This design comes from an exercise in tuning for small area and a short achievable clock period on the open sky130 flow, not from production work. In this exercise RTL edits were held to simulation tests only and were not proved equivalent to the original. No activity file was given, so power comes from the tool's default toggle rates.

==> flow/design.v <==
module fa(
input a,input b,input ci, output s, output co
);
reg s_out,c_out;
always @(*)
begin
s_out=a^b^ci;
c_out=a&b|a&ci|b&ci;
end
assign s=s_out;
assign co=c_out;
endmodule
module add17bit_2sComp(
   input 		     [16:0]		A,
	input 		     [16:0]		B,
	input 		         		ci,
	output		     [16:0]		calculate_out
);
wire [16:0] s;
wire [16:0] co;
fa fa0(A[0],B[0],ci,s[0],co[0]);
fa fa1(A[1],B[1],co[0],s[1],co[1]);
fa fa2(A[2],B[2],co[1],s[2],co[2]);
fa fa3(A[3],B[3],co[2],s[3],co[3]);
fa fa4(A[4],B[4],co[3],s[4],co[4]);
fa fa5(A[5],B[5],co[4],s[5],co[5]);
fa fa6(A[6],B[6],co[5],s[6],co[6]);
fa fa7(A[7],B[7],co[6],s[7],co[7]);
fa fa8(A[8],B[8],co[7],s[8],co[8]);
fa fa9(A[9],B[9],co[8],s[9],co[9]);
fa fa10(A[10],B[10],co[9],s[10],co[10]);
fa fa11(A[11],B[11],co[10],s[11],co[11]);
fa fa12(A[12],B[12],co[11],s[12],co[12]);
fa fa13(A[13],B[13],co[12],s[13],co[13]);
fa fa14(A[14],B[14],co[13],s[14],co[14]);
fa fa15(A[15],B[15],co[14],s[15],co[15]);
fa fa16(A[16],B[16],co[15],s[16],co[16]);
assign calculate_out[16:0]=s;
endmodule 
module add20bit_2sComp(
   input 		     [19:0]		A,
	input 		     [19:0]		B,
	input 		         		ci,
	output		     [19:0]		calculate_out
);
wire [19:0] s;
wire [19:0] co;
fa fa0(A[0],B[0],ci,s[0],co[0]);
fa fa1(A[1],B[1],co[0],s[1],co[1]);
fa fa2(A[2],B[2],co[1],s[2],co[2]);
fa fa3(A[3],B[3],co[2],s[3],co[3]);
fa fa4(A[4],B[4],co[3],s[4],co[4]);
fa fa5(A[5],B[5],co[4],s[5],co[5]);
fa fa6(A[6],B[6],co[5],s[6],co[6]);
fa fa7(A[7],B[7],co[6],s[7],co[7]);
fa fa8(A[8],B[8],co[7],s[8],co[8]);
fa fa9(A[9],B[9],co[8],s[9],co[9]);
fa fa10(A[10],B[10],co[9],s[10],co[10]);
fa fa11(A[11],B[11],co[10],s[11],co[11]);
fa fa12(A[12],B[12],co[11],s[12],co[12]);
fa fa13(A[13],B[13],co[12],s[13],co[13]);
fa fa14(A[14],B[14],co[13],s[14],co[14]);
fa fa15(A[15],B[15],co[14],s[15],co[15]);
fa fa16(A[16],B[16],co[15],s[16],co[16]);
fa fa17(A[17],B[17],co[16],s[17],co[17]);
fa fa18(A[18],B[18],co[17],s[18],co[18]);
fa fa19(A[19],B[19],co[18],s[19],co[19]);
assign calculate_out[19:0]=s;
endmodule 
module bin2bcd
(
	input wire [9:0] bin,
	output wire [3:0] bcd2,bcd1,bcd0,
	output reg neg
);
reg [9:0] abs_bin, rem, ones;
reg [3:0] tens, honds;
always @ (*) begin
	if (bin[9] == 1'b1) 
		begin
		abs_bin = (~bin) + 10'b00_0000_0001;
		neg = 1'b1;
		end
	else 
		begin
		abs_bin = bin;
		neg = 1'b0;
		end
	if (abs_bin >= 10'd500)
		begin
		honds = 4'h5;
		rem = abs_bin - 10'd500; 
		end 
	else if (abs_bin >= 10'd400 && abs_bin < 10'd500)
	   begin
		honds = 4'h4;
		rem = abs_bin - 10'd400;
		end
	else if (abs_bin >= 10'd300 && abs_bin < 10'd400)
	   begin
		honds = 4'h3;
		rem = abs_bin - 10'd300;
		end
	else if (abs_bin >= 10'd200 && abs_bin < 10'd300)
	   begin
		honds = 4'h2;
		rem = abs_bin - 10'd200;
		end
	else if (abs_bin >= 10'd100 && abs_bin < 10'd200)
	   begin
		honds = 4'h1;
		rem = abs_bin - 10'd100;
		end
	else 
	   begin
		honds = 4'h0;
		rem = abs_bin;
		end
	if (rem >= 10'd090)
		begin
		tens = 4'h9;
		ones = rem - 10'd090;
		end
	else if (rem >= 10'd080 && rem < 10'd090)
		begin
		tens = 4'h8;
		ones = rem - 10'd080;
		end
	else if (rem >= 10'd070 && rem < 10'd080)
		begin
		tens = 4'h7;
		ones = rem - 10'd070;
		end
	else if (rem >= 10'd060 && rem < 10'd070)
		begin
		tens = 4'h6;
		ones = rem - 10'd060;
		end
	else if (rem >= 10'd050 && rem < 10'd060)
		begin
		tens = 4'h5;
		ones = rem - 10'd050;
		end
	else if (rem >= 10'd040 && rem < 10'd050)
		begin
		tens = 4'h4;
		ones = rem - 10'd040;
		end
	else if (rem >= 10'd030 && rem < 10'd040)
		begin
		tens = 4'h3;
		ones = rem - 10'd030;
		end
	else if (rem >= 10'd020 && rem < 10'd030)
		begin
		tens = 4'h2;
		ones = rem - 10'd020;
		end
	else if (rem >= 10'd010 && rem < 10'd020)
		begin
		tens = 4'h1;
		ones = rem - 10'd010;
		end
	else 
		begin
		tens = 4'h0;
		ones = rem;
		end
end
assign bcd0 = ones [3:0];
assign bcd1 = tens;
assign bcd2 = honds;
endmodule 
module edge_detection ( 
input clock, 
input input_signal, 
output reg rising_transition
);
reg n; 
wire rising_transition_c;
assign rising_transition_c = ~n & input_signal;
always @(posedge clock) begin 
n                 <= input_signal; 
rising_transition <= rising_transition_c; 
end
endmodule
module cal(
input clk,
input [1:0] KEY,
input [6:2] SW,
input [15:0] smooth_out,
output [1:0] LEDR,
output reg nothing,
output reg [9:0] BCD_in
);
reg enable1;
reg enable2;
reg state_c, state;
reg [15:0] operand1, operand2;
wire [16:0] num1, num2, num3, num4;
wire [16:0] calculate_out1, calculate_out2;
wire load, reset;
wire reset_edge, load_edge;
assign reset = ~KEY[0];
assign load = ~KEY[1];
edge_detection my_edge1(.clock(clk),.input_signal(reset),.rising_transition(reset_edge));
edge_detection my_edge2(.clock(clk),.input_signal(load),.rising_transition(load_edge));
reg [1:0] LED;
assign LEDR[1:0] = LED[1:0];
always @ (*) begin
state_c = state;
LED = 2'b01;
enable1 = 1'b0;
enable2 = 1'b0;
case (state)
1'b0:begin LED = 2'b01; if (load_edge == 1'b1) begin state_c = 1'b1; enable1 = 1'b1; end end
1'b1:begin LED = 2'b10; if (load_edge == 1'b1) begin state_c = 1'b0; enable2 = 1'b1; end end
endcase
if (reset_edge == 1'b1) begin
state_c = 1'b0;
LED = 2'b01;
end
end
always @ (posedge clk) begin
	state <= state_c;
	if (enable1 == 1'b1) begin
		operand1 <= smooth_out;
	end
	if (enable2 == 1'b1) begin
		operand2 <= smooth_out;
   end
end
parameter smooth = 5'b00_001;
parameter operand_1 = 5'b00_010;
parameter operand_2 = 5'b00_100;
parameter add = 5'b01_000;
parameter sub = 5'b10_000;
assign num1 = {operand1[15],operand1};
assign num2 = {operand2[15],operand2};
assign num3 = {operand1[15],operand1};
assign num4 = ~({operand2[15],operand2});
always @ (*) begin
	case (SW[6:2])
	smooth: begin
		BCD_in = smooth_out[9:0];
		nothing = 1'b0;
	end
	operand_1: begin
		BCD_in = operand1[9:0];
		nothing = 1'b0;
	end
	operand_2: begin
		BCD_in = operand2[9:0];
		nothing = 1'b0;
	end
	add: begin
		BCD_in = calculate_out1[9:0];
		nothing = 1'b0;
	end
	sub: begin
		BCD_in = calculate_out2[9:0];
		nothing = 1'b0;
	end
	default: begin
		BCD_in = 10'd0;
		nothing = 1'b1;
	end
	endcase
end
add17bit_2sComp my_add(.A(num1), .B(num2), .ci(1'b0), .calculate_out(calculate_out1));
add17bit_2sComp my_sub(.A(num3), .B(num4), .ci(1'b1), .calculate_out(calculate_out2));
endmodule 
module seg7(
	output		     [7:0]		HEX0,
	output		     [7:0]		HEX1,
	output		     [7:0]		HEX2,
	output		     [7:0]		HEX3,
	output		     [7:0]		HEX4,
	output		     [7:0]		HEX5,
	input                      clk,
	input                      rst,
	input                      nothing,
   input 		     [11:0]		display,
	input                      neg
);
  reg [31:0] out; 
  reg [12:0] count, count_c;  
always @(count or rst) begin
		count_c = count + 13'd1;
		if (count == 13'd4400) begin
		count_c = 13'd0;
		end
		if (rst == 1'b1) begin
		count_c = 13'd0;
		end
end
always @ (posedge clk) begin
	count <= count_c;
end
always @(*) begin
	 case (display [3:0])  
	 4'b0000: begin 
	 out [7:0] = 8'b11000000; 
	 end 
	 4'b0001: begin 
	 out [7:0] = 8'b11111001; 
	 end 
	 4'b0010: begin 
	 out [7:0] = 8'b10100100; 
	 end 
	 4'b0011: begin 
	 out [7:0] = 8'b10110000; 
	 end 
	 4'b0100: begin 
	 out [7:0] = 8'b10011001; 
	 end 
	 4'b0101: begin 
	 out [7:0]= 8'b10010010; 
	 end 
	 4'b0110: begin 
	 out [7:0]= 8'b10000010; 
	 end 
	 4'b0111: begin 
	 out [7:0]= 8'b11111000; 
	 end
	 4'b1000: begin 
	 out [7:0]= 8'b10000000; 
	 end 
	 4'b1001: begin 
	 out [7:0]= 8'b10010000; 
	 end 
	 4'b1010: begin 
	 out [7:0]= 8'b10001000; 
	 end 
	 4'b1011: begin 
	 out [7:0]= 8'b10000011; 
	 end
	 4'b1100: begin 
	 out [7:0]= 8'b11000110; 
	 end 
	 4'b1101: begin 
	 out [7:0]= 8'b10100001; 
	 end 
	 4'b1110: begin 
	 out [7:0]= 8'b10000110; 
	 end 
	 4'b1111: begin 
	 out [7:0]= 8'b10001110; 
	 end
	 default: begin 
	 out [7:0]= 8'b11111111; 
	 end 
	 endcase 
	 case (display [7:4])  
	 4'b0000: begin 
	 out [15:8]= 8'b11000000; 
	 end 
	 4'b0001: begin 
	 out [15:8]= 8'b11111001; 
	 end 
	 4'b0010: begin 
	 out [15:8]= 8'b10100100; 
	 end 
	 4'b0011: begin 
	 out [15:8]= 8'b10110000; 
	 end 
	 4'b0100: begin 
	 out [15:8]= 8'b10011001; 
	 end 
	 4'b0101: begin 
	 out [15:8]= 8'b10010010; 
	 end 
	 4'b0110: begin 
	 out [15:8]= 8'b10000010; 
	 end 
	 4'b0111: begin 
	 out [15:8]= 8'b11111000; 
	 end
	 4'b1000: begin 
	 out [15:8]= 8'b10000000; 
	 end 
	 4'b1001: begin 
	 out [15:8]= 8'b10010000; 
	 end 
	 4'b1010: begin 
	 out [15:8]= 8'b10001000; 
	 end 
	 4'b1011: begin 
	 out [15:8]= 8'b10000011; 
	 end
	 4'b1100: begin 
	 out [15:8]= 8'b11000110; 
	 end 
	 4'b1101: begin 
	 out [15:8]= 8'b10100001; 
	 end 
	 4'b1110: begin 
	 out [15:8]= 8'b10000110; 
	 end 
	 4'b1111: begin 
	 out [15:8]= 8'b10001110; 
	 end
	 default: begin 
	 out [15:8]= 8'b11111111; 
	 end 
	 endcase 
	 case (display [11:8])  
	 4'b0000: begin 
	 out [23:16]= 8'b11000000; 
	 end 
	 4'b0001: begin 
	 out [23:16]= 8'b11111001; 
	 end 
	 4'b0010: begin 
	 out [23:16]= 8'b10100100; 
	 end 
	 4'b0011: begin 
	 out [23:16]= 8'b10110000; 
	 end 
	 4'b0100: begin 
	 out [23:16]= 8'b10011001; 
	 end 
	 4'b0101: begin 
	 out [23:16]= 8'b10010010; 
	 end 
	 4'b0110: begin 
	 out [23:16]= 8'b10000010; 
	 end 
	 4'b0111: begin 
	 out [23:16]= 8'b11111000; 
	 end
	 4'b1000: begin 
	 out [23:16]= 8'b10000000; 
	 end 
	 4'b1001: begin 
	 out [23:16]= 8'b10010000; 
	 end 
	 4'b1010: begin 
	 out [23:16]= 8'b10001000; 
	 end 
	 4'b1011: begin 
	 out [23:16]= 8'b10000011; 
	 end
	 4'b1100: begin 
	 out [23:16]= 8'b11000110; 
	 end 
	 4'b1101: begin 
	 out [23:16]= 8'b10100001; 
	 end 
	 4'b1110: begin 
	 out [23:16]= 8'b10000110; 
	 end 
	 4'b1111: begin 
	 out [23:16]= 8'b10001110; 
	 end
	 default: begin 
	 out [23:16]= 8'b11111111; 
	 end 
	 endcase 
	 case (neg)
	 1'b1: begin
	 out [31:24]= 8'b10111111;
	 end
	 default: begin 
	 out [31:24]= 8'b11111111; 
	 end 
	 endcase
    if (nothing == 1'b1) begin 
	 if (count <= 13'd2200) begin
	 out [7:0] = 8'b1011_1111;
	 out[15:8] = 8'b1011_1111;
	 out[23:16] = 8'b1011_1111; 
	 out[31:24] = 8'b1011_1111;
	 end 
	 else begin
	 out [7:0] = 8'b1111_1111;
	 out[15:8] = 8'b1111_1111;
	 out[23:16] = 8'b1111_1111; 
	 out[31:24] = 8'b1111_1111;
	 end
	 end
 end 
assign HEX0[7:0]=out[7:0];
assign HEX1[7:0]=out[15:8];
assign HEX2[7:0]=out[23:16];
assign HEX3[7:0]=out[31:24];
assign HEX4[7:0]= 8'b11111111;
assign HEX5[7:0]= 8'b11111111;
endmodule
module smooth_filter(
input clk,
input reset,
input [15:0] in,
input [1:0] SW,
output [15:0] out
);
reg [6:0] count, count_c;
wire en;
always @(reset or count) begin
	if (reset == 1'b1) begin
		count_c = 7'd0;
	end
	else begin
		count_c = count + 7'd1;
	end
end
assign en = (count == 7'd99);
reg [15:0] r1, r2, r3, r4, r5, r6, r7, r8, r9, r10, r11, r12, r13, r14, r15, r16;
always @ (posedge clk) begin
	count <= count_c;
	if (en == 1'b1) begin
		r1 <= in;
		r2 <= r1;
		r3 <= r2;
		r4 <= r3;
		r5 <= r4;
		r6 <= r5;
		r7 <= r6;
		r8 <= r7;
		r9 <= r8;
		r10 <= r9;
		r11 <= r10;
		r12 <= r11;
		r13 <= r12;
		r14 <= r13;
		r15 <= r14;
		r16 <= r15;
	end
end
reg [19:0] sum;
wire [19:0] num1, num2, num3, num4, num5, num6, num7, num8;
wire [19:0] num9, num10, num11, num12, num13, num14, num15, num16;
wire ci=1'b0;
wire [19:0] calculate_out1, calculate_out2, calculate_out3, calculate_out4,
            calculate_out5, calculate_out6, calculate_out7, calculate_out8,
				calculate_out9, calculate_out10, calculate_out11, calculate_out12,
				calculate_out13, calculate_out14, calculate_out15;
assign num1 = {{4{r1[15]}},r1};
assign num2 = {{4{r2[15]}},r2};
assign num3 = {{4{r3[15]}},r3};
assign num4 = {{4{r4[15]}},r4};
assign num5 = {{4{r5[15]}},r5};
assign num6 = {{4{r6[15]}},r6};
assign num7 = {{4{r7[15]}},r7};
assign num8 = {{4{r8[15]}},r8};
assign num9 = {{4{r9[15]}},r9};
assign num10 = {{4{r10[15]}},r10};
assign num11 = {{4{r11[15]}},r11};
assign num12 = {{4{r12[15]}},r12};
assign num13 = {{4{r13[15]}},r13};
assign num14 = {{4{r14[15]}},r14};
assign num15 = {{4{r15[15]}},r15};
assign num16 = {{4{r16[15]}},r16};
always @(*) begin
	sum = num1;
	case (SW[1:0]) 
	2'b00:begin 
		sum = num1;
	end
	2'b01:begin
		sum = calculate_out1;
		sum = sum >> 1; 
	end
	2'b10:begin
		sum = calculate_out3;
		sum = sum >> 2;  
	end
	2'b11:begin
		sum = calculate_out15;
		sum = sum >> 4;  
	end
	endcase 
end
assign out = sum[15:0];
add20bit_2sComp my_adder1 (.A(num1),.B(num2),.ci(ci),.calculate_out(calculate_out1));
add20bit_2sComp my_adder2 (.A(calculate_out1),.B(num3),.ci(ci),.calculate_out(calculate_out2));
add20bit_2sComp my_adder3(.A(calculate_out2),.B(num4),.ci(ci),.calculate_out(calculate_out3));
add20bit_2sComp my_adder4(.A(calculate_out3),.B(num5),.ci(ci),.calculate_out(calculate_out4));
add20bit_2sComp my_adder5 (.A(calculate_out4),.B(num6),.ci(ci),.calculate_out(calculate_out5));
add20bit_2sComp my_adder6(.A(calculate_out5),.B(num7),.ci(ci),.calculate_out(calculate_out6));
add20bit_2sComp my_adder7(.A(calculate_out6),.B(num8),.ci(ci),.calculate_out(calculate_out7));
add20bit_2sComp my_adder8 (.A(calculate_out7),.B(num9),.ci(ci),.calculate_out(calculate_out8));
add20bit_2sComp my_adder9(.A(calculate_out8),.B(num10),.ci(ci),.calculate_out(calculate_out9));
add20bit_2sComp my_adder10(.A(calculate_out9),.B(num11),.ci(ci),.calculate_out(calculate_out10));
add20bit_2sComp my_adder11(.A(calculate_out10),.B(num12),.ci(ci),.calculate_out(calculate_out11));
add20bit_2sComp my_adder12(.A(calculate_out11),.B(num13),.ci(ci),.calculate_out(calculate_out12));
add20bit_2sComp my_adder13(.A(calculate_out12),.B(num14),.ci(ci),.calculate_out(calculate_out13));
add20bit_2sComp my_adder14(.A(calculate_out13),.B(num15),.ci(ci),.calculate_out(calculate_out14));
add20bit_2sComp my_adder15(.A(calculate_out14),.B(num16),.ci(ci),.calculate_out(calculate_out15));
endmodule 
module calc_top (
   input              clk,
   input              rst,
   input      [15:0]  data_x,
   input      [1:0]   KEY,
   input      [6:0]   SW,
   output     [7:0]   HEX0,
   output     [7:0]   HEX1,
   output     [7:0]   HEX2,
   output     [7:0]   HEX3,
   output     [7:0]   HEX4,
   output     [7:0]   HEX5,
   output     [1:0]   LEDR
   );
reg [6:0] cnt;
wire strobe = (cnt == 7'd46);
always @(posedge clk)
   cnt <= rst ? 7'd0 : {cnt[5:0], cnt[6] ^ cnt[5] ^ (cnt[5:0] == 6'd0)};
reg [13:0] n1;                  
reg [14*15-1:0] ring;           
reg [3:0]  q;                   
reg        pend;                
reg        acc;                 
reg [13:0] sa;                  
reg [11:0] sb;                  
reg [9:0]  f2, f4, f16;         
wire q_first = (q == 4'b0001);
wire q_last  = (q == 4'b1000);  
wire q_b     = (q == 4'b1110) | (q == 4'b1100) | q_last;    
wire ins = pend & q_first;
wire [13:0] tail = ring[14*15-1:14*14];
wire [13:0] sa_sum = sa + (strobe ? data_x[13:0] : acc ? tail : 14'd0);
wire [11:0] sb_sum = sb + (strobe ? data_x[11:0] : (acc & q_b) ? tail[11:0] : 12'd0);
always @(posedge clk) begin
   ring <= {ring[14*14-1:0], ins ? n1 : tail};
   if (!ins) q <= {q[2:0], q[3] ^ q[2] | q == 4'd0};
   pend <= strobe | (pend & ~ins);
   acc  <= ins | (acc & ~q_last);
   sa <= ins ? 14'd0 : sa_sum;
   sb <= ins ? 12'd0 : sb_sum;
   if (strobe) begin
      n1  <= data_x[13:0];
      f2  <= (data_x[10:0] + n1[10:0]) >> 1;
      f4  <= sb_sum[11:2];
      f16 <= sa_sum[13:4];
   end
end
reg [9:0] f;
always @(*) begin
   case (SW[1:0])
   2'b00: f = n1[9:0];
   2'b01: f = f2;
   2'b10: f = f4;
   default: f = f16;
   endcase
end
reg kn0, kn1, reset_edge, load_edge, state;
reg [9:0] op1, op2;
always @(posedge clk) begin
   kn0 <= ~KEY[0];
   kn1 <= ~KEY[1];
   reset_edge <= ~KEY[0] & ~kn0;
   load_edge  <= ~KEY[1] & ~kn1;
   if (reset_edge) state <= 1'b0;
   else if (load_edge) state <= ~state;
   if (load_edge & ~state) op1 <= f;
   if (load_edge &  state) op2 <= f;
end
assign LEDR = (reset_edge | ~state) ? 2'b01 : 2'b10;
wire [9:0] sum_v = op1 + op2;
wire [9:0] dif_v = op1 - op2;
wire [9:0] v = ({10{SW[2]}} & f)   | ({10{SW[3]}} & op1)   | ({10{SW[4]}} & op2) |
               ({10{SW[5]}} & sum_v) | ({10{SW[6]}} & dif_v);
wire nothing = (SW[6:2] != 5'b00001) & (SW[6:2] != 5'b00010) & (SW[6:2] != 5'b00100) &
               (SW[6:2] != 5'b01000) & (SW[6:2] != 5'b10000);
wire neg = v[9];
wire [4:0] hi = v[8:4] ^ {5{neg}};
reg [3:0] lo_o, hi_o, hi_t;
reg [0:0] lo_t;
reg [2:0] hi_h;
always @(*) begin
   case ({neg, v[3:0]})
   5'd0: begin lo_o = 4'd0; lo_t = 1'd0; end
   5'd1: begin lo_o = 4'd1; lo_t = 1'd0; end
   5'd2: begin lo_o = 4'd2; lo_t = 1'd0; end
   5'd3: begin lo_o = 4'd3; lo_t = 1'd0; end
   5'd4: begin lo_o = 4'd4; lo_t = 1'd0; end
   5'd5: begin lo_o = 4'd5; lo_t = 1'd0; end
   5'd6: begin lo_o = 4'd6; lo_t = 1'd0; end
   5'd7: begin lo_o = 4'd7; lo_t = 1'd0; end
   5'd8: begin lo_o = 4'd8; lo_t = 1'd0; end
   5'd9: begin lo_o = 4'd9; lo_t = 1'd0; end
   5'd10: begin lo_o = 4'd0; lo_t = 1'd1; end
   5'd11: begin lo_o = 4'd1; lo_t = 1'd1; end
   5'd12: begin lo_o = 4'd2; lo_t = 1'd1; end
   5'd13: begin lo_o = 4'd3; lo_t = 1'd1; end
   5'd14: begin lo_o = 4'd4; lo_t = 1'd1; end
   5'd15: begin lo_o = 4'd5; lo_t = 1'd1; end
   5'd16: begin lo_o = 4'd6; lo_t = 1'd1; end
   5'd17: begin lo_o = 4'd5; lo_t = 1'd1; end
   5'd18: begin lo_o = 4'd4; lo_t = 1'd1; end
   5'd19: begin lo_o = 4'd3; lo_t = 1'd1; end
   5'd20: begin lo_o = 4'd2; lo_t = 1'd1; end
   5'd21: begin lo_o = 4'd1; lo_t = 1'd1; end
   5'd22: begin lo_o = 4'd0; lo_t = 1'd1; end
   5'd23: begin lo_o = 4'd9; lo_t = 1'd0; end
   5'd24: begin lo_o = 4'd8; lo_t = 1'd0; end
   5'd25: begin lo_o = 4'd7; lo_t = 1'd0; end
   5'd26: begin lo_o = 4'd6; lo_t = 1'd0; end
   5'd27: begin lo_o = 4'd5; lo_t = 1'd0; end
   5'd28: begin lo_o = 4'd4; lo_t = 1'd0; end
   5'd29: begin lo_o = 4'd3; lo_t = 1'd0; end
   5'd30: begin lo_o = 4'd2; lo_t = 1'd0; end
   5'd31: begin lo_o = 4'd1; lo_t = 1'd0; end
   default: begin lo_o = 4'd0; lo_t = 1'd0; end
   endcase
   case (hi)
   5'd0: begin hi_o = 4'd0; hi_t = 4'd0; hi_h = 3'd0; end
   5'd1: begin hi_o = 4'd6; hi_t = 4'd1; hi_h = 3'd0; end
   5'd2: begin hi_o = 4'd2; hi_t = 4'd3; hi_h = 3'd0; end
   5'd3: begin hi_o = 4'd8; hi_t = 4'd4; hi_h = 3'd0; end
   5'd4: begin hi_o = 4'd4; hi_t = 4'd6; hi_h = 3'd0; end
   5'd5: begin hi_o = 4'd0; hi_t = 4'd8; hi_h = 3'd0; end
   5'd6: begin hi_o = 4'd6; hi_t = 4'd9; hi_h = 3'd0; end
   5'd7: begin hi_o = 4'd2; hi_t = 4'd1; hi_h = 3'd1; end
   5'd8: begin hi_o = 4'd8; hi_t = 4'd2; hi_h = 3'd1; end
   5'd9: begin hi_o = 4'd4; hi_t = 4'd4; hi_h = 3'd1; end
   5'd10: begin hi_o = 4'd0; hi_t = 4'd6; hi_h = 3'd1; end
   5'd11: begin hi_o = 4'd6; hi_t = 4'd7; hi_h = 3'd1; end
   5'd12: begin hi_o = 4'd2; hi_t = 4'd9; hi_h = 3'd1; end
   5'd13: begin hi_o = 4'd8; hi_t = 4'd0; hi_h = 3'd2; end
   5'd14: begin hi_o = 4'd4; hi_t = 4'd2; hi_h = 3'd2; end
   5'd15: begin hi_o = 4'd0; hi_t = 4'd4; hi_h = 3'd2; end
   5'd16: begin hi_o = 4'd6; hi_t = 4'd5; hi_h = 3'd2; end
   5'd17: begin hi_o = 4'd2; hi_t = 4'd7; hi_h = 3'd2; end
   5'd18: begin hi_o = 4'd8; hi_t = 4'd8; hi_h = 3'd2; end
   5'd19: begin hi_o = 4'd4; hi_t = 4'd0; hi_h = 3'd3; end
   5'd20: begin hi_o = 4'd0; hi_t = 4'd2; hi_h = 3'd3; end
   5'd21: begin hi_o = 4'd6; hi_t = 4'd3; hi_h = 3'd3; end
   5'd22: begin hi_o = 4'd2; hi_t = 4'd5; hi_h = 3'd3; end
   5'd23: begin hi_o = 4'd8; hi_t = 4'd6; hi_h = 3'd3; end
   5'd24: begin hi_o = 4'd4; hi_t = 4'd8; hi_h = 3'd3; end
   5'd25: begin hi_o = 4'd0; hi_t = 4'd0; hi_h = 3'd4; end
   5'd26: begin hi_o = 4'd6; hi_t = 4'd1; hi_h = 3'd4; end
   5'd27: begin hi_o = 4'd2; hi_t = 4'd3; hi_h = 3'd4; end
   5'd28: begin hi_o = 4'd8; hi_t = 4'd4; hi_h = 3'd4; end
   5'd29: begin hi_o = 4'd4; hi_t = 4'd6; hi_h = 3'd4; end
   5'd30: begin hi_o = 4'd0; hi_t = 4'd8; hi_h = 3'd4; end
   5'd31: begin hi_o = 4'd6; hi_t = 4'd9; hi_h = 3'd4; end
   default: begin hi_o = 4'd0; hi_t = 4'd0; hi_h = 3'd0; end
   endcase
end
wire [4:0] os = hi_o + lo_o;
wire c1 = os >= 5'd10;
wire [3:0] o = c1 ? os - 5'd10 : os;
wire [4:0] ts = hi_t + lo_t + c1;
wire c2 = ts >= 5'd10;
wire [3:0] t = c2 ? ts - 5'd10 : ts;
wire [2:0] h = hi_h + c2;
function [6:0] seg;
   input [3:0] d;
   case (d)
   4'd0: seg = 7'h40;
   4'd1: seg = 7'h79;
   4'd2: seg = 7'h24;
   4'd3: seg = 7'h30;
   4'd4: seg = 7'h19;
   4'd5: seg = 7'h12;
   4'd6: seg = 7'h02;
   4'd7: seg = 7'h78;
   4'd8: seg = 7'h00;
   default: seg = 7'h10;
   endcase
endfunction
reg        dash;
reg [11:0] bk;
wire bk_end = dash ? (bk == 12'd2371) : (bk == 12'd3233);
always @(posedge clk) begin
   if (rst) dash <= 1'b1;
   else if (bk_end) dash <= ~dash;
   bk <= (rst | bk_end) ? 12'd0 : {bk[10:0], ~(bk[11] ^ bk[10] ^ bk[9] ^ bk[3])};
end
wire [6:0] blank = dash ? 7'h3f : 7'h7f;
assign HEX0 = {1'b1, nothing ? blank : seg(o)};
assign HEX1 = {1'b1, nothing ? blank : seg(t)};
assign HEX2 = {1'b1, nothing ? blank : seg({1'b0, h})};
assign HEX3 = {1'b1, nothing ? blank : (neg ? 7'h3f : 7'h7f)};
assign HEX4 = 8'hff;
assign HEX5 = 8'hff;
endmodule
==> flow/flow/run.sh <==
#!/bin/bash
# Own layout flow: the standard synthesis, then the combinational logic
# between the registers is mapped again by ABC (the registers, their names
# and cell types stay as the standard synthesis made them), then the standard flow's
# standard layout steps from floorplan to finish, with timing repair aiming
# past zero slack and plain buffers on the ports.
set -euo pipefail
W=$(pwd)
R=$W/orfs/results/$FLOW_PLATFORM/calc_top/base
ABC_SCRIPT="+strash;dc2;b;dch,-f;map;topo;dnsize"
ABC_SCRIPT2="+strash;dch,-f;amap;topo;dnsize"
MARGIN=13
YOSYS=yosys
[[ -x $FLOW_HOME/../tools/install/yosys/bin/yosys ]] && YOSYS=$FLOW_HOME/../tools/install/yosys/bin/yosys

bash standard.sh synth > $W/std_synth.log 2>&1
cp $R/1_2_yosys.v $W/std_netlist.v

DONT_USE=$(make -s -C $FLOW_HOME DESIGN_CONFIG=$W/config.mk WORK_HOME=$W/orfs print-DONT_USE_CELLS | sed -n 's/^DONT_USE_CELLS: *//p' | tail -1)
LIB=$(make -s -C $FLOW_HOME DESIGN_CONFIG=$W/config.mk WORK_HOME=$W/orfs print-LIB_FILES | sed -n 's/^LIB_FILES: *//p' | tail -1)
export REMAP_IN=$W/std_netlist.v REMAP_OUT=$W/remap_netlist.v REMAP_LIB="$LIB" \
       REMAP_DONT_USE="$DONT_USE" REMAP_TOP=$FLOW_TOP REMAP_SCRIPT="$ABC_SCRIPT" \
       REMAP_SCRIPT2="$ABC_SCRIPT2"
$YOSYS -c $W/flow/remap.tcl > $W/remap.log 2>&1
cp $W/remap_netlist.v $R/1_2_yosys.v
rm -f $R/1_synth.odb $R/1_synth.sdc

bash standard.sh SETUP_SLACK_MARGIN=$MARGIN \
   BUFFER_PORTS_ARGS="-buffer_cell sky130_fd_sc_hd__buf_2" finish > $W/layout.log 2>&1
==> flow/flow/remap.tcl <==
# Map the standard synthesis's combinational logic again.  The cone that
# drives the outputs (the critical paths, from SW to HEX) is mapped for
# delay, the rest for area.  Registers are kept as black boxes, so their
# instances, names and cell types are untouched.
yosys -import
set lib [lindex $::env(REMAP_LIB) 0]
read_liberty -ignore_miss_func -ignore_miss_dir $lib
read_verilog $::env(REMAP_IN)
hierarchy -top $::env(REMAP_TOP)
setattr -mod -set blackbox 1 sky130_fd_sc_hd__*df*
flatten
opt_clean -purge
set du {}
foreach c $::env(REMAP_DONT_USE) { lappend du -dont_use $c }
select -set oc o:HEX* o:LEDR* %u %ci*:-sky130_fd_sc_hd__dfxtp_1:-sky130_fd_sc_hd__edfxtp_1
abc -liberty $lib {*}$du -script $::env(REMAP_SCRIPT) @oc
select -clear
abc -liberty $lib {*}$du -script $::env(REMAP_SCRIPT2)
opt_clean -purge
hilomap -singleton -hicell sky130_fd_sc_hd__conb_1 HI -locell sky130_fd_sc_hd__conb_1 LO
setundef -zero
splitnets
opt_clean -purge
insbuf -buf sky130_fd_sc_hd__buf_4 A X
read_liberty -lib -ignore_miss_func -ignore_miss_dir $lib
hierarchy -top $::env(REMAP_TOP)
tee -o remap_stat.txt stat -liberty $lib
check -assert
write_verilog -noattr -nohex -nodec $::env(REMAP_OUT)
==> flow/standard.sh <==
#!/bin/bash
# synth_recipe.tcl (not shown) runs the flow's synth.tcl, then flattens the netlist and writes it again
# the make line also repeats each setting of config.mk as NAME=value (left out here)
make -C /OpenROAD-flow-scripts/flow DESIGN_CONFIG=/design/flow/config.mk WORK_HOME=/design/flow/orfs CLKGATE_MAP_FILE= SYNTH_SCRIPT=/design/flow/synth_recipe.tcl "${@:-finish}"
==> flow/config.mk <==
export PLATFORM = sky130hd
export DESIGN_NAME = calc_top
export DESIGN_NICKNAME = calc_top
export VERILOG_FILES = /design/flow/design.v
export SDC_FILE = /design/flow/constraint.sdc
export NUM_CORES = 4
export LEC_CHECK = 0
export CAP_MARGIN = 20
export CORE_MARGIN = 2
export CORE_UTILIZATION = 65
export CTS_BUF_LIST = sky130_fd_sc_hd__clkbuf_8
export CTS_CLUSTER_DIAMETER = 45
export CTS_CLUSTER_SIZE = 18
export PLACE_DENSITY = 0.8
export SLEW_MARGIN = 20
==> flow/constraint.sdc <==
create_clock -name core_clock -period 28.0 [get_ports {clk}]
set_input_delay 5.6000 -clock core_clock [delete_from_list [all_inputs] [get_ports {clk}]]
set_output_delay 5.6000 -clock core_clock [all_outputs]
set_load 0.01 [all_outputs]
==> flow_metrics.py, run 1 <==
metrics = {
    "clock_tree": {
        "path_clk_slew_ps": 100,
        "root_buffer": "clkbuf_8",
        "cts-buffers-inserted": 30,
        "tritoncts": "built",
        "cts_hold_buf": 0,
        "htreeDepth": 1,
        "clock-sinks": 331,
        "clock_latency_ps": 590,
        "clockBufferDepth": 3,
    },
    "finish": {
        "fill_cells": 1260,
        "syn_to_final_growth_pct": 13.2,
        "num-nets-final": 1360,
        "drive_gt1_share_pct": 13.3,
        "final_cell_area_mm2": 0.0134,
        "seq_area_mm2": 0.00731,
        "multi_input_area_mm2": 0.00426,
    },
    "power_and_ir_drop": {
        "leakagePower_nw": 5.20,
        "intPower_mw": 0.669,
        "swShare_pct": 29.1,
        "seqPwrFrac_pct": 52.1,
        "irDropWorstVdd_uv": 73.8,
        "switchingPower_mw": 0.274,
        "finalPower_mw": 0.943,
        "power_density_mw_per_mm2": 70.4,
        "power_frac_comb_pct": 16.7,
        "pwr-share-clk_pct": 31.2,
    },
    "sta": {
        "fin_skew_ps": 28.7,
        "finalCriticalPeriod_ps": 14850,
        "slew_viol_final": 0,
        "final_hold_viol_count": 0,
        "relSlewSlack_pct": 30.9,
        "whs_ps": 314,
        "grt_setup_unrepaired": "no",
        "layout_setup_ws_ps": 13150,
        "report.final.setup_viol": 0,
        "max_freq_mhz": 67.3,
        "post-route-period-util_pct": 53.0,
        "tightest_slew_ps": 1030,
        "tns_ps": 0,
    },
    "global_route": {
        "overflow": 0,
        "antenna_found_initial": 1,
        "grt_pass1_wl_um": 38900,
        "grt_pass1_vias": 8432,
        "grt_max_degree": 50,
        "grt_usage_pct": 24.3,
    },
    "drt": {
        "drc": 0,
        "ant_nets": 0,
        "routedWlPerCell_um": 15.2,
        "via_per_inst": 5.64,
        "vias": 8946,
        "drtIter0Drc": 743,
        "routed_wirelength_um": 24100,
        "drt_pre_antenna_iters": 5,
    },
    "worst_setup_path": {
        "critical_path.max_fanout": 13,
        "end_kind": "primary output",
        "arrival_ps": 9250,
        "rr_worst_depth": 29,
        "crit_type": "in -> out",
        "start_kind": "primary input",
        "required_ps": 22400,
    },
    "synthesis": {
        "syn_area_per_cell_um2": 9.61,
        "syn_inst": 1232,
        "synth_area_mm2": 0.0118,
        "yosys_warnings": 1,
    },
    "min_path": {
        "hp-class": "reg -> reg",
        "hold_path_depth": 0,
    },
    "run_status": {
        "status": "complete, no violations",
    },
    "placed_design": {
        "portBuffers": 48,
        "gp_routability_congestion": 0.946,
        "place_area_mm2": 0.0123,
        "place_ws_ps": 11410,
        "dp_hpwl_um": 16200,
    },
    "die": {
        "ios": 77,
        "die_w_um": 139,
        "initial_utilization_pct": 66.1,
        "core_mm2": 0.0179,
        "rows": 49,
        "die_h_um": 139,
        "die_area_mm2": 0.0193,
    },
    "run": {
        "cap_viol_max_count": 0,
    },
}
-- repair_timing --
item / 4_1_cts / 5_1_grt
setup endpoints to repair: 21 / 19
resized for setup: 39 / 35
buffers inserted: 8 / 10
pin swaps: 7 / 14
-- stage by stage --
step | instances | utilization [%]
CTS | 1575 | 73.6
global placement | 1512 | 68.7
finish | 1586 | 74.9
global route | 1586 | 74.9
floorplan | 1257 | -
detailed placement | 1512 | 68.7
-- power groups by stage --
stage	Clock [mW]	Sequential, mW	Combinational, mW
2_1_floorplan	0	0.502	0.102
3_3_place_gp	0	0.502	0.130
3_5_place_dp	0	0.502	0.133
4_1_cts	0.300	0.491	0.141
5_1_grt	0.319	0.492	0.172
6_report	0.294	0.491	0.158
-- cell type report --
class	count	share of cell area, %
multi-input combinational	779	31.8
sequential	331	54.5
inverter	122	3.57
clock buffer	31	3.18
tap	229	2.14
clock inverter	24	1.76
antenna	1	0.0187
timing repair buffer	69	3.03
-- critical path, cell delays in order --
cell and delay, ps:
buf_4 220, inv_8 80, a21oi_1 170, a22oi_2 130, a221o_1 410, nor2_4 150, clkinv_2 130, nand4_1 130
nand4_1 230, buf_4 210, nand3_1 70, nand3_1 110, a21boi_2 220, o211ai_1 130, buf_4 180, nand3_2 110
nand2_2 90, a31oi_4 260, a31oi_4 150, buf_4 160, nand3_1 80, nand2_1 50, buf_2 140
-- metal layers --
layer  global-route usage (%)  vias up  part of all wire (%)
met4                     9.52        0                   3.1
met5                        0        -                     0
met3                     3.80       63                   6.0
li1                         -     4449                     -
met2                     40.3      288                    48
met1                     32.4     4146                    43
-- path summary, 6_finish.rpt --
| check | startpoint | to | slack (ps) |
|---|---|---|---|
| setup / recovery | SW[1] | HEX2[2] | 13150 |
| hold reg to reg | ring[179]$_DFF_P_ | ring[193]$_DFF_P_ | 310 |
| hold / removal | ring[179]$_DFF_P_ | ring[193]$_DFF_P_ | 310 |
| setup reg to reg | cnt[0]$_SDFF_PP0_ | sb[11]$_SDFF_PP0_ | 21880 |
-- cell usage in the layout (no fill, tap or decap), types with 4 or more instances in the layout --
cell type	instances
nor2_2	5
buf_2	46
nand3_1	45
clkinv_2	4
o21a_1	7
xor2_1	5
a21oi_1	77
nand2_1	168
inv_1	4
dfxtp_1	263
clkinv_1	118
o22ai_1	25
a22oi_2	7
nand3_2	7
a22oi_1	11
a211oi_1	4
o211ai_1	10
o22a_1	10
nor2b_1	29
nand2_2	8
inv_8	6
edfxtp_1	68
nor3_1	14
a21oi_2	6
nand4_1	20
conb_1	26
buf_4	22
o2bb2ai_1	5
a221oi_1	4
a31oi_1	21
a31o_1	5
o21ai_0	64
clkbuf_8	31
nor2_1	134
-- registers in the layout, indices dropped and copies added (netlist names), 4 cells and up --
signal	flops
q	4
cnt	7
sb	12
ring	210
op1	10
sa	14
f16	10
n1	14
op2	10
f2	10
f4	10
bk	12
==> run 2: changes to the inputs <==
--- a/flow/config.mk
+++ b/flow/config.mk
@@ -7,3 +7,3 @@
 export LEC_CHECK = 0
-export CAP_MARGIN = 20
+export CAP_MARGIN = 10
 export CORE_MARGIN = 2
@@ -11,5 +11,5 @@
 export CTS_BUF_LIST = sky130_fd_sc_hd__clkbuf_8
-export CTS_CLUSTER_DIAMETER = 45
-export CTS_CLUSTER_SIZE = 18
+export CTS_CLUSTER_DIAMETER = 40
+export CTS_CLUSTER_SIZE = 16
 export PLACE_DENSITY = 0.8
-export SLEW_MARGIN = 20
+export SLEW_MARGIN = 10
==> flow_metrics.py, run 2 <==
metrics = {
    "clock_tree": {
        "clock-sinks": 331,
        "tritoncts": "built",
        "htreeDepth": 1,
        "clock_latency_ps": 570,
        "cts_hold_buf": 0,
        "root_buffer": "clkbuf_8",
        "clockBufferDepth": 3,
        "cts-buffers-inserted": 31,
        "path_clk_slew_ps": 90,
    },
    "synthesis": {
        "syn_area_per_cell_um2": 9.61,
        "synth_area_mm2": 0.0118,
        "syn_inst": 1232,
        "yosys_warnings": 1,
    },
    "finish": {
        "drive_gt1_share_pct": 13.3,
        "num-nets-final": 1364,
        "final_util_pct": 74.7,
        "largest_reg_flops": 210,
        "fill_cells": 1281,
        "multi_input_area_mm2": 0.00425,
        "final_cell_mix": "263 x dfxtp_1, 168 x nand2_1, 134 x nor2_1",
        "seq_area_mm2": 0.00731,
        "final_common_cell": "dfxtp_1",
        "top_register": "ring",
        "syn_to_final_growth_pct": 13.0,
        "largestRegisters": "ring x210, n1 x14, sa x14",
        "finalNonFillerCells": 1589,
        "final_cell_area_mm2": 0.0134,
    },
    "die": {
        "die_area_mm2": 0.0193,
        "die_w_um": 139,
        "core_mm2": 0.0179,
        "die_h_um": 139,
        "ios": 77,
        "initial_utilization_pct": 66.1,
        "rows": 49,
    },
    "placed_design": {
        "place_inst": 1512,
        "portBuffers": 48,
        "place_area_mm2": 0.0123,
        "gp_routability_congestion": 0.946,
        "dp_hpwl_um": 16200,
    },
    "worst_setup_path": {
        "crit_type": "in -> out",
        "required_ps": 22400,
        "critical_path.top_delay_family": "compound AO/OA/AOI/OAI gates",
        "start_kind": "primary input",
        "path_buf_inv": 7,
        "cp_slowest_cell": "a221oi_2",
        "slowest_delay_ps": 300,
        "end_kind": "primary output",
        "arrival_ps": 9240,
        "path_cells": "buf_4 > a21oi_1 > a22oi_2 > a221oi_2 > o211ai_1 > buf_4 > buf_4 > buf_4 > nor2_1 > o22ai_1 > nand4_1 > a21boi_2 > o211ai_1 > buf_4 > nand3_2 > nand2_2 > a31oi_4 > a31oi_4 > buf_4 > nand3_1 > nand2_1 > buf_2",
        "critical_path.max_fanout": 13,
        "crit_top_cell": "buf_4",
        "r2r_slack_ps": 21900,
    },
    "sta": {
        "grt_setup_unrepaired": "no",
        "finalCriticalPeriod_ps": 14840,
        "post-route-period-util_pct": 53.0,
        "tns_ps": 0,
        "final_hold_viol_count": 0,
        "report.final.setup_viol": 0,
        "tightest_slew_ps": 1130,
        "slew_viol_final": 0,
        "relSlewSlack_pct": 24.2,
        "whs_ps": 313,
        "fin_skew_ps": 15.5,
        "max_freq_mhz": 67.4,
    },
    "power_and_ir_drop": {
        "seqPwrFrac_pct": 53.0,
        "switchingPower_mw": 0.267,
        "pwr-share-clk_pct": 30.0,
        "intPower_mw": 0.660,
        "swShare_pct": 28.8,
        "power_frac_comb_pct": 17.0,
        "irDropWorstVdd_uv": 64.0,
        "power_density_mw_per_mm2": 69.3,
        "leakagePower_nw": 5.18,
    },
    "global_route": {
        "grt_usage_pct": 24.0,
        "grt_pass1_vias": 8408,
        "overflow": 0,
        "grt_max_degree": 50,
        "grt_pass1_wl_um": 38600,
        "antenna_found_initial": 1,
    },
    "drt": {
        "via_per_inst": 5.61,
        "vias": 8911,
        "drtIter0Drc": 792,
        "ant_nets": 0,
        "routed_wirelength_um": 24000,
        "drt_pre_antenna_iters": 5,
        "drc": 0,
        "routedWlPerCell_um": 15.1,
    },
    "min_path": {
        "hp-class": "reg -> reg",
    },
    "run": {
        "cap_viol_max_count": 0,
    },
    "run_status": {
        "status": "complete, no violations",
    },
}
## run 2: worst register-to-register path: cells and delay by family (launching register included)
family	cells	cell delay, ps
and+or+nand+nor	10	1440
AOI/OAI and AO/OA	12	2390
buffers and inverters	6	1850
DFF	1	310
## run 2: per-stage QoR
stage               setup slack [ps]  power, mW
floorplan                      13210      0.604
global placement               11560      0.632
detailed placement             11410      0.635
CTS                            13000      0.917
global route                   12920      0.966
finish                         13160      0.926
## run 2: timing repair
item,4_1_cts,5_1_grt
resized for setup,39,34
pin swaps,6,13
setup buffers,8,13
setup endpoints to repair,21,19
## run 2: layout make-up
| type | count | area share [%] |
|---|---|---|
| sequential | 331 | 54.6 |
| inverter | 122 | 3.57 |
| timing repair buffer | 72 | 3.21 |
| clock inverter | 23 | 1.34 |
| multi-input combinational | 779 | 31.8 |
| antenna | 1 | 0.0187 |
| tap | 229 | 2.14 |
| clock buffer | 32 | 3.29 |
## run 2: metal layers
metal | vias up | GRT usage (%) | part of all wire, %
met5 | - | 0 | 0
met4 | 0 | 9.04 | 2.8
met3 | 62 | 3.69 | 5.8
met2 | 279 | 39.8 | 48
met1 | 4116 | 32.3 | 44
li1 | 4454 | - | -
## run 2: worst paths after layout
path,from,to,depth (start not counted)
hold / removal,ring[136]$_DFF_P_,ring[150]$_DFF_P_,0
setup reg to reg,cnt[0]$_SDFF_PP0_,sb[11]$_SDFF_PP0_,28
hold reg to reg,ring[136]$_DFF_P_,ring[150]$_DFF_P_,0
setup / recovery,SW[1],HEX2[2],22
## run 2: power groups by stage
| stage | Clock, mW | Sequential (mW) | Combinational, mW |
|---|---|---|---|
| 2_1_floorplan | 0 | 0.502 | 0.102 |
| 3_3_place_gp | 0 | 0.502 | 0.130 |
| 3_5_place_dp | 0 | 0.502 | 0.133 |
| 4_1_cts | 0.284 | 0.491 | 0.141 |
| 5_1_grt | 0.303 | 0.492 | 0.172 |
| 6_report | 0.278 | 0.491 | 0.158 |
==> run 3: changes to the inputs <==
--- a/flow/config.mk
+++ b/flow/config.mk
@@ -7,3 +7,3 @@
 export LEC_CHECK = 0
-export CAP_MARGIN = 10
+export CAP_MARGIN = 0
 export CORE_MARGIN = 2
@@ -14,2 +14,2 @@
 export PLACE_DENSITY = 0.8
-export SLEW_MARGIN = 10
+export SLEW_MARGIN = 0
==> flow_metrics.py, run 3 <==
metrics = {
    "finish": {
        "final_cell_area_mm2": 0.0134,
        "largest_reg_flops": 210,
        "final_common_cell": "dfxtp_1",
        "seq_area_mm2": 0.00731,
        "largestRegisters": "ring x210, n1 x14, sa x14",
        "top_register": "ring",
        "final_cell_mix": "263 x dfxtp_1, 168 x nand2_1, 134 x nor2_1",
        "drive_gt1_share_pct": 13.3,
        "syn_to_final_growth_pct": 13.0,
        "multi_input_area_mm2": 0.00425,
        "fill_cells": 1281,
        "num-nets-final": 1364,
    },
    "clock_tree": {
        "htreeDepth": 1,
        "clock_latency_ps": 570,
        "tritoncts": "built",
        "root_buffer": "clkbuf_8",
        "clockBufferDepth": 3,
        "cts-buffers-inserted": 31,
        "clock-sinks": 331,
        "path_clk_slew_ps": 90,
    },
    "drt": {
        "drtIter0Drc": 792,
        "routed_wirelength_um": 24000,
        "ant_nets": 0,
        "drt_pre_antenna_iters": 5,
        "routedWlPerCell_um": 15.1,
        "via_per_inst": 5.61,
        "drc": 0,
        "vias": 8911,
    },
    "sta": {
        "tightest_slew_ps": 1130,
        "finalCriticalPeriod_ps": 14840,
        "max_freq_mhz": 67.4,
        "report.final.setup_viol": 0,
        "final_hold_viol_count": 0,
        "tns_ps": 0,
        "post-route-period-util_pct": 53.0,
        "relSlewSlack_pct": 24.2,
        "grt_setup_unrepaired": "no",
        "slew_viol_final": 0,
        "fin_skew_ps": 15.5,
    },
    "worst_setup_path": {
        "required_ps": 22400,
        "rr_startpoint": "cnt[0]$_SDFF_PP0_",
        "end_kind": "primary output",
        "r2r_slack_ps": 21900,
        "start_kind": "primary input",
        "critical_path.max_fanout": 13,
        "rr_worst_depth": 28,
        "crit_type": "in -> out",
        "reg2reg_to": "sb[11]$_SDFF_PP0_",
        "arrival_ps": 9240,
    },
    "die": {
        "die_area_mm2": 0.0193,
        "rows": 49,
        "core_mm2": 0.0179,
        "initial_utilization_pct": 66.1,
        "die_w_um": 139,
        "ios": 77,
        "die_h_um": 139,
    },
    "power_and_ir_drop": {
        "pwr-share-clk_pct": 30.0,
        "irDropWorstVdd_uv": 64.0,
        "power_frac_comb_pct": 17.0,
        "switchingPower_mw": 0.267,
        "swShare_pct": 28.8,
        "seqPwrFrac_pct": 53.0,
        "power_density_mw_per_mm2": 69.3,
        "intPower_mw": 0.660,
        "leakagePower_nw": 5.18,
    },
    "synthesis": {
        "syn_area_per_cell_um2": 9.61,
        "synth_area_mm2": 0.0118,
        "syn_inst": 1232,
        "yosys_warnings": 1,
    },
    "placed_design": {
        "gp_routability_congestion": 0.946,
        "place_area_mm2": 0.0123,
        "portBuffers": 48,
        "dp_hpwl_um": 16200,
    },
    "global_route": {
        "grt_busiest_layer": "met2",
        "antenna_found_initial": 1,
        "grt_use_met1_pct": 32.3,
        "grt_usage_pct": 24.0,
        "overflow": 0,
        "grt_pass1_vias": 8408,
        "grt_max_degree": 50,
        "grt_pass1_wl_um": 38600,
        "met2_usage_pct": 39.8,
        "gr-usage-met3_pct": 3.69,
    },
    "run_status": {
        "status": "complete, no violations",
    },
    "min_path": {
        "whs_endpoint": "ring[150]$_DFF_P_",
        "hold_start": "ring[136]$_DFF_P_",
        "hp-class": "reg -> reg",
        "hold_path_depth": 0,
    },
    "run": {
        "cap_viol_max_count": 0,
    },
}
[run 3: metal layers]
layer | wire length, µm | up-vias
met5 | 0 | -
li1 | - | 4454
met2 | 11500 | 279
met3 | 1380 | 62
met4 | 678 | 0
met1 | 10500 | 4116
[run 3: worst max-delay path by stage]
stage                from       to  slack, ps  cells past startpoint
floorplan           SW[0]  HEX2[5]      13210                     18
CTS                 SW[1]  HEX2[3]      13000                     20
global placement    SW[0]  HEX2[3]      11560                     21
detailed placement  SW[0]  HEX1[0]      11410                     20
finish              SW[1]  HEX2[2]      13160                     22
global route        SW[1]  HEX2[2]      12920                     22
[run 3: layout make-up]
class                           count  share of cell area [%]
Sequential cell                   331                    54.6
Tap cell                          229                    2.14
Antenna cell                        1                  0.0187
Clock buffer                       32                    3.29
Clock inverter                     23                    1.34
Timing Repair Buffer               72                    3.21
Multi-Input combinational cell    779                    31.8
Inverter                          122                    3.57
[run 3: what timing repair did]
item                                    in CTS  in global routing
endpoints found under the setup margin      21                 19
gates resized for setup                     39                 34
setup buffers                                8                 13
pin swaps                                    6                 13
hold buffers                                 0                  0
[run 3: per-stage QoR]
step	hold WS, ps	setup slack (ps)	power, mW	cells	util (%)
finish	313	13160	0.926	1589	74.7
global route	304	12920	0.966	1589	74.7
CTS	313	13000	0.917	1575	73.4
detailed placement	312	11410	0.635	1512	68.7
global placement	310	11560	0.632	1512	68.7
floorplan	310	13210	0.604	1257	-
[run 3: power by group through the flow]
stage          clock network, mW  logic [mW]  registers [mW]
2_1_floorplan                  0       0.102           0.502
3_3_place_gp                   0       0.130           0.502
3_5_place_dp                   0       0.133           0.502
4_1_cts                    0.284       0.141           0.491
5_1_grt                    0.303       0.172           0.492
6_report                   0.278       0.158           0.491
[run 3: worst max-delay path: stages]
cell	delay, ps
buf_4	180
a21oi_1	220
a22oi_2	180
a221oi_2	300
o211ai_1	180
buf_4	180
buf_4	150
buf_4	150
nor2_1	150
o22ai_1	160
nand4_1	180
a21boi_2	250
o211ai_1	120
buf_4	180
nand3_2	110
nand2_2	90
a31oi_4	260
a31oi_4	150
buf_4	170
nand3_1	70
nand2_1	50
buf_2	140
==> run 4: changes to the inputs <==
--- a/flow/config.mk
+++ b/flow/config.mk
@@ -7,3 +7,3 @@
 export LEC_CHECK = 0
-export CAP_MARGIN = 0
+export CAP_MARGIN = 20
 export CORE_MARGIN = 2
@@ -14,2 +14,3 @@
 export PLACE_DENSITY = 0.8
-export SLEW_MARGIN = 0
+export PLACE_DENSITY_LB_ADDON = 0.1
+export SLEW_MARGIN = 20
==> flow_metrics.py, run 4 <==
metrics = {
    "clock_tree": {
        "htreeDepth": 1,
        "clock_latency_ps": 600,
        "path_clk_slew_ps": 90,
        "tritoncts": "built",
        "root_buffer": "clkbuf_8",
        "cts-buffers-inserted": 30,
        "clock-sinks": 331,
        "cts_hold_buf": 0,
        "clockBufferDepth": 3,
    },
    "worst_setup_path": {
        "r2r_slack_ps": 22700,
        "reg2reg_to": "sb[11]$_SDFF_PP0_",
        "critical_path.max_fanout": 13,
        "startpoint": "SW[1]",
        "rr_startpoint": "cnt[0]$_SDFF_PP0_",
        "arrival_ps": 9260,
        "start_kind": "primary input",
        "crit_type": "in -> out",
        "required_ps": 22400,
        "crit_end": "HEX1[3]",
        "end_kind": "primary output",
        "rr_worst_depth": 29,
    },
    "drt": {
        "ant_nets": 0,
        "dr.max_layer_used": "met4",
        "drc": 0,
        "wl_met2_um": 11600,
        "vias": 8950,
        "routed_wirelength_um": 24200,
        "drt_pre_antenna_iters": 8,
        "routedWlPerCell_um": 15.3,
        "wl_met1_um": 10700,
        "route.met3.wl_um": 1360,
        "via_per_inst": 5.65,
        "drtIter0Drc": 622,
    },
    "sta": {
        "tns_ps": 0,
        "post-route-period-util_pct": 53.1,
        "relSlewSlack_pct": 33.6,
        "final_hold_viol_count": 0,
        "fin_skew_ps": 55.9,
        "tightest_slew_ps": 993,
        "finalCriticalPeriod_ps": 14860,
        "slew_viol_final": 0,
        "max_freq_mhz": 67.3,
        "report.final.setup_viol": 0,
        "grt_setup_unrepaired": "yes",
    },
    "global_route": {
        "antenna_found_initial": 0,
        "grt_usage_pct": 23.7,
        "grt_pass1_vias": 8333,
        "grt_max_degree": 50,
        "overflow": 0,
        "grt_pass1_wl_um": 38200,
    },
    "die": {
        "rows": 49,
        "die_area_mm2": 0.0193,
        "core_mm2": 0.0179,
        "die_w_um": 139,
        "initial_utilization_pct": 66.1,
        "die_h_um": 139,
        "ios": 77,
    },
    "finish": {
        "largest_reg_flops": 210,
        "final_common_cell": "dfxtp_1",
        "drive_gt1_share_pct": 13.5,
        "final_cell_mix": "263 x dfxtp_1, 168 x nand2_1, 136 x nor2_1",
        "num-nets-final": 1365,
        "syn_to_final_growth_pct": 13.9,
        "largestRegisters": "ring x210, n1 x14, sa x14",
        "n_antenna_cell": 0,
        "top_register": "ring",
    },
    "power_and_ir_drop": {
        "irDropWorstVdd_uv": 64.5,
        "power_density_mw_per_mm2": 69.3,
        "leakagePower_nw": 5.23,
        "finalPower_mw": 0.934,
    },
    "placed_design": {
        "portBuffers": 48,
        "dp_hpwl_um": 16200,
        "gp_routability_congestion": 0.897,
    },
    "min_path": {
        "hp-class": "reg -> reg",
    },
    "synthesis": {
        "yosys_warnings": 1,
        "syn_area_per_cell_um2": 9.61,
        "synth_area_mm2": 0.0118,
        "syn_inst": 1232,
    },
    "run": {
        "cap_viol_max_count": 0,
    },
    "run_status": {
        "status": "complete, no violations",
    },
}
## run 4: routing by layer
layer  track usage (%)  vias up
li1                  -     4447
met1              31.8     4157
met2              39.8      288
met3              3.76       58
met4              7.87        0
met5                 0        -
## run 4: worst min path at each step
stage | start | endpoint | slack [ps] | depth (start not counted)
after CTS | ring[50]$_DFF_P_ | ring[64]$_DFF_P_ | 320 | 0
after global routing | ring[50]$_DFF_P_ | ring[64]$_DFF_P_ | 310 | 0
final | ring[50]$_DFF_P_ | ring[64]$_DFF_P_ | 320 | 0
after global placement | ring[1]$_DFF_P_ | ring[15]$_DFF_P_ | 310 | 0
after floorplan | ring[86]$_DFF_P_ | ring[100]$_DFF_P_ | 310 | 0
after detailed placement | ring[8]$_DFF_P_ | ring[22]$_DFF_P_ | 310 | 0
## run 4: power by group
group	switching [mW]	internal, mW	leakage [nW]	total (mW)
logic	0.105	0.0624	2.15	0.167
clock network	0.159	0.117	0.328	0.276
registers	0.00222	0.489	2.75	0.491
total	0.266	0.668	5.23	0.934
## run 4: through the flow
| stage | cells | util, % | setup WS, ps | hold WS (ps) | area, µm² |
|---|---|---|---|---|---|
| floorplan | 1257 | - | 13210 | 310 | 11900 |
| global placement | 1514 | 68.8 | 11350 | 310 | 12300 |
| detailed placement | 1514 | 68.8 | 11300 | 312 | 12300 |
| CTS | 1567 | 73.2 | 13020 | 318 | 13100 |
| global route | 1585 | 75.3 | 12940 | 309 | 13500 |
| finish | 1585 | 75.3 | 13140 | 318 | 13500 |
## run 4: timing repair
action | 4_1_cts | 5_1_grt
pin swaps | 5 | 21
cloned | 0 | 0
endpoints found under the setup margin | 21 | 21
setup buffers | 3 | 18
resized for setup | 42 | 50
## run 4: layout make-up
type                            instances  area, µm²
Clock buffer                           30        413
Clock inverter                         20        186
Fill cell                            1292       4420
Inverter                              122        485
Multi-Input combinational cell        779       4340
Sequential cell                       331       7310
Tap cell                              229        287
Timing Repair Buffer                   74        459
## run 4: worst max-delay path, cell delays in order
cell       delay, ps
buf_6            170
inv_8             70
a21oi_1          130
a22oi_1          170
a211oi_1         370
nand2_2          180
o2111a_2         250
o2bb2ai_2        350
a22oi_1          180
a211oi_2         270
nand4_1          250
nand2_2          210
nand3_4          120
nand2_4          120
nand3_4          110
buf_6            150
nand4_1           90
nand4_1          140
nand3_1          100
nand2_1           50
buf_2            140
==> run 5: changes to the inputs <==
--- a/flow/config.mk
+++ b/flow/config.mk
@@ -13,4 +13,4 @@
 export CTS_CLUSTER_SIZE = 16
+export GPL_ROUTABILITY_DRIVEN = 0
 export PLACE_DENSITY = 0.8
-export PLACE_DENSITY_LB_ADDON = 0.1
 export SLEW_MARGIN = 20
==> flow_metrics.py, run 5 <==
metrics = {
    "sta": {
        "grt_setup_unrepaired": "yes",
        "report.final.setup_viol": 0,
        "tightest_slew_ps": 1060,
        "final_hold_viol_count": 0,
        "max_freq_mhz": 67.1,
        "whs_ps": 321,
        "tns_ps": 0,
        "post-route-period-util_pct": 53.2,
        "slew_viol_final": 0,
        "layout_setup_ws_ps": 13100,
        "fin_skew_ps": 31.3,
        "finalCriticalPeriod_ps": 14900,
        "relSlewSlack_pct": 29.5,
    },
    "finish": {
        "syn_to_final_growth_pct": 13.7,
        "final_util_pct": 75.2,
        "largest_reg_flops": 210,
        "drive_gt1_share_pct": 13.3,
        "top_register": "ring",
        "final_cell_mix": "263 x dfxtp_1, 166 x nand2_1, 138 x nor2_1",
        "final_common_cell": "dfxtp_1",
        "fill_cells": 1265,
        "num-nets-final": 1362,
        "largestRegisters": "ring x210, n1 x14, sa x14",
        "seq_area_mm2": 0.00731,
        "finalNonFillerCells": 1589,
        "multi_input_area_mm2": 0.00431,
        "final_cell_area_mm2": 0.0135,
    },
    "drt": {
        "drt_pre_antenna_iters": 8,
        "drc": 0,
        "routedWlPerCell_um": 15.5,
        "ant_nets": 0,
        "via_per_inst": 5.76,
        "drtIter0Drc": 684,
        "routed_wirelength_um": 24700,
        "vias": 9151,
    },
    "clock_tree": {
        "htreeDepth": 1,
        "cts-buffers-inserted": 31,
        "cts_hold_buf": 0,
        "tritoncts": "built",
        "root_buffer": "clkbuf_8",
        "path_clk_slew_ps": 90,
        "clock_latency_ps": 600,
        "clockBufferDepth": 3,
        "clock-sinks": 331,
    },
    "power_and_ir_drop": {
        "leakagePower_nw": 5.21,
        "irDropWorstVdd_uv": 57.3,
        "finalPower_mw": 0.938,
        "power_density_mw_per_mm2": 69.7,
    },
    "worst_setup_path": {
        "arrival_ps": 9300,
        "critical_path.max_fanout": 13,
        "crit_end": "HEX2[5]",
        "required_ps": 22400,
        "start_kind": "primary input",
        "r2r_slack_ps": 21850,
        "startpoint": "SW[1]",
        "end_kind": "primary output",
        "rr_startpoint": "cnt[0]$_SDFF_PP0_",
        "crit_type": "in -> out",
        "rr_worst_depth": 29,
        "reg2reg_to": "sb[11]$_SDFF_PP0_",
    },
    "placed_design": {
        "place_ws_ps": 11480,
        "place_area_mm2": 0.0123,
        "place_inst": 1511,
        "portBuffers": 48,
        "dp_hpwl_um": 15800,
    },
    "die": {
        "initial_utilization_pct": 66.1,
        "die_area_mm2": 0.0193,
        "rows": 49,
        "core_mm2": 0.0179,
        "die_w_um": 139,
        "die_h_um": 139,
        "ios": 77,
    },
    "synthesis": {
        "syn_inst": 1232,
        "syn_area_per_cell_um2": 9.61,
        "yosys_warnings": 1,
        "synth_area_mm2": 0.0118,
    },
    "global_route": {
        "grt_usage_pct": 24.6,
        "grt_pass1_wl_um": 39600,
        "antenna_found_initial": 1,
        "grt_pass1_vias": 8480,
        "grt_max_degree": 50,
        "overflow": 0,
    },
    "min_path": {
        "hp-class": "reg -> reg",
        "hold_start": "ring[66]$_DFF_P_",
    },
    "run_status": {
        "status": "complete, no violations",
    },
    "run": {
        "cap_viol_max_count": 0,
    },
}
run 5: cell count changes in the layout (fill, tap and decap cells not counted), sizes merged:
cell / change
buf: -4
clkinv: -2
clkinvlp: +3
inv: +4
diode: +1
clkbuf: +2
run 5: cell type report:
class                   instances  area share [%]
flip-flops and latches        331            54.3
diodes                          1          0.0186
clock buffers                  32            3.27
clock inverters                25            1.51
inverters                     122            3.59
multi-input cells             779            32.0
well taps                     229            2.13
repair buffers                 70            3.16
run 5: repair_timing:
item,in CTS,in global routing
resized for setup,34,50
pin swaps,6,12
setup buffers,9,11
endpoints found under the setup margin,21,21
run 5: worst min path at each step:
| stage | depth (start not counted) | to | slack, ps |
|---|---|---|---|
| after detailed placement | 0 | ring[102]$_DFF_P_ | 310 |
| after floorplan | 0 | ring[100]$_DFF_P_ | 310 |
| final | 0 | ring[80]$_DFF_P_ | 320 |
| after global placement | 0 | ring[207]$_DFF_P_ | 310 |
| after CTS | 0 | ring[80]$_DFF_P_ | 320 |
| after global routing | 0 | ring[80]$_DFF_P_ | 330 |
run 5: report_power, final:
| group | total (mW) | switching [mW] | internal (mW) | leakage (nW) |
|---|---|---|---|---|
| Clock | 0.289 | 0.165 | 0.124 | 0.351 |
| Sequential | 0.491 | 0.00221 | 0.489 | 2.75 |
| Combinational | 0.158 | 0.102 | 0.0559 | 2.11 |
| Total | 0.938 | 0.269 | 0.669 | 5.21 |
run 5: layer usage:
layer	global-route usage, %	wire (µm)	vias up
li1	-	-	4450
met1	33.3	10500	4202
met2	41.1	11800	419
met3	3.52	1670	80
met4	8.51	744	0
met5	0	0	-
run 5: worst max-delay path, cell delays in order:
cell and delay [ps]:
buf_6 170, inv_8 70, a21oi_2 170, a22oi_2 110
nand2_1 90, o221ai_1 120, a31oi_1 230, nand2_2 180
a31oi_4 280, nor2_1 160, nand4_1 150, nand3_2 140
o21bai_1 230, o211ai_1 370, nand3_2 190, nand2_2 140
a31oi_4 120, a31oi_4 200, buf_4 150, clkinv_1 50
o21ai_0 210, buf_2 180

[afterwards: timing with drivers on the ports]
How much do the figures lean on ideal ports? The routed layouts below were timed once more, with nothing changed but the port constraints.
Step 1 sets driving cells, clkbuf_16 on the clock port and buf_2 on the other inputs (assumed; they add their load-dependent delay and slew).
Step 2, shift: input delay + t, output delay - t, t = (earliest + latest rising clock arrival at the registers) / 2. This alone moves slack from input paths to output paths.
a / b / c = ideal / step 1 / step 2; a / b = the first two.
run	t, ns	setup slack, ns	hold slack, ns	clock arrival spread, ns	pins driven straight from the clock port
run 1	0.612	13.152 / 13.103 / 13.103	0.314 / 0.314 / 0.314	0.034 / 0.034	1
run 2	0.601	13.163 / 13.126 / 13.126	0.313 / 0.313 / 0.313	0.020 / 0.019	1
run 3	0.601	13.163 / 13.126 / 13.126	0.313 / 0.313 / 0.313	0.020 / 0.019	1
run 4	0.607	13.138 / 13.067 / 13.067	0.318 / 0.318 / 0.318	0.059 / 0.058	1
run 5	0.619	13.096 / 13.037 / 13.037	0.321 / 0.321 / 0.321	0.031 / 0.031	1
After both steps every run listed still meets setup and hold. For run 4, which loses most, drivers alone change the setup slack by -0.071 ns; drivers and shift together by -0.071 ns.
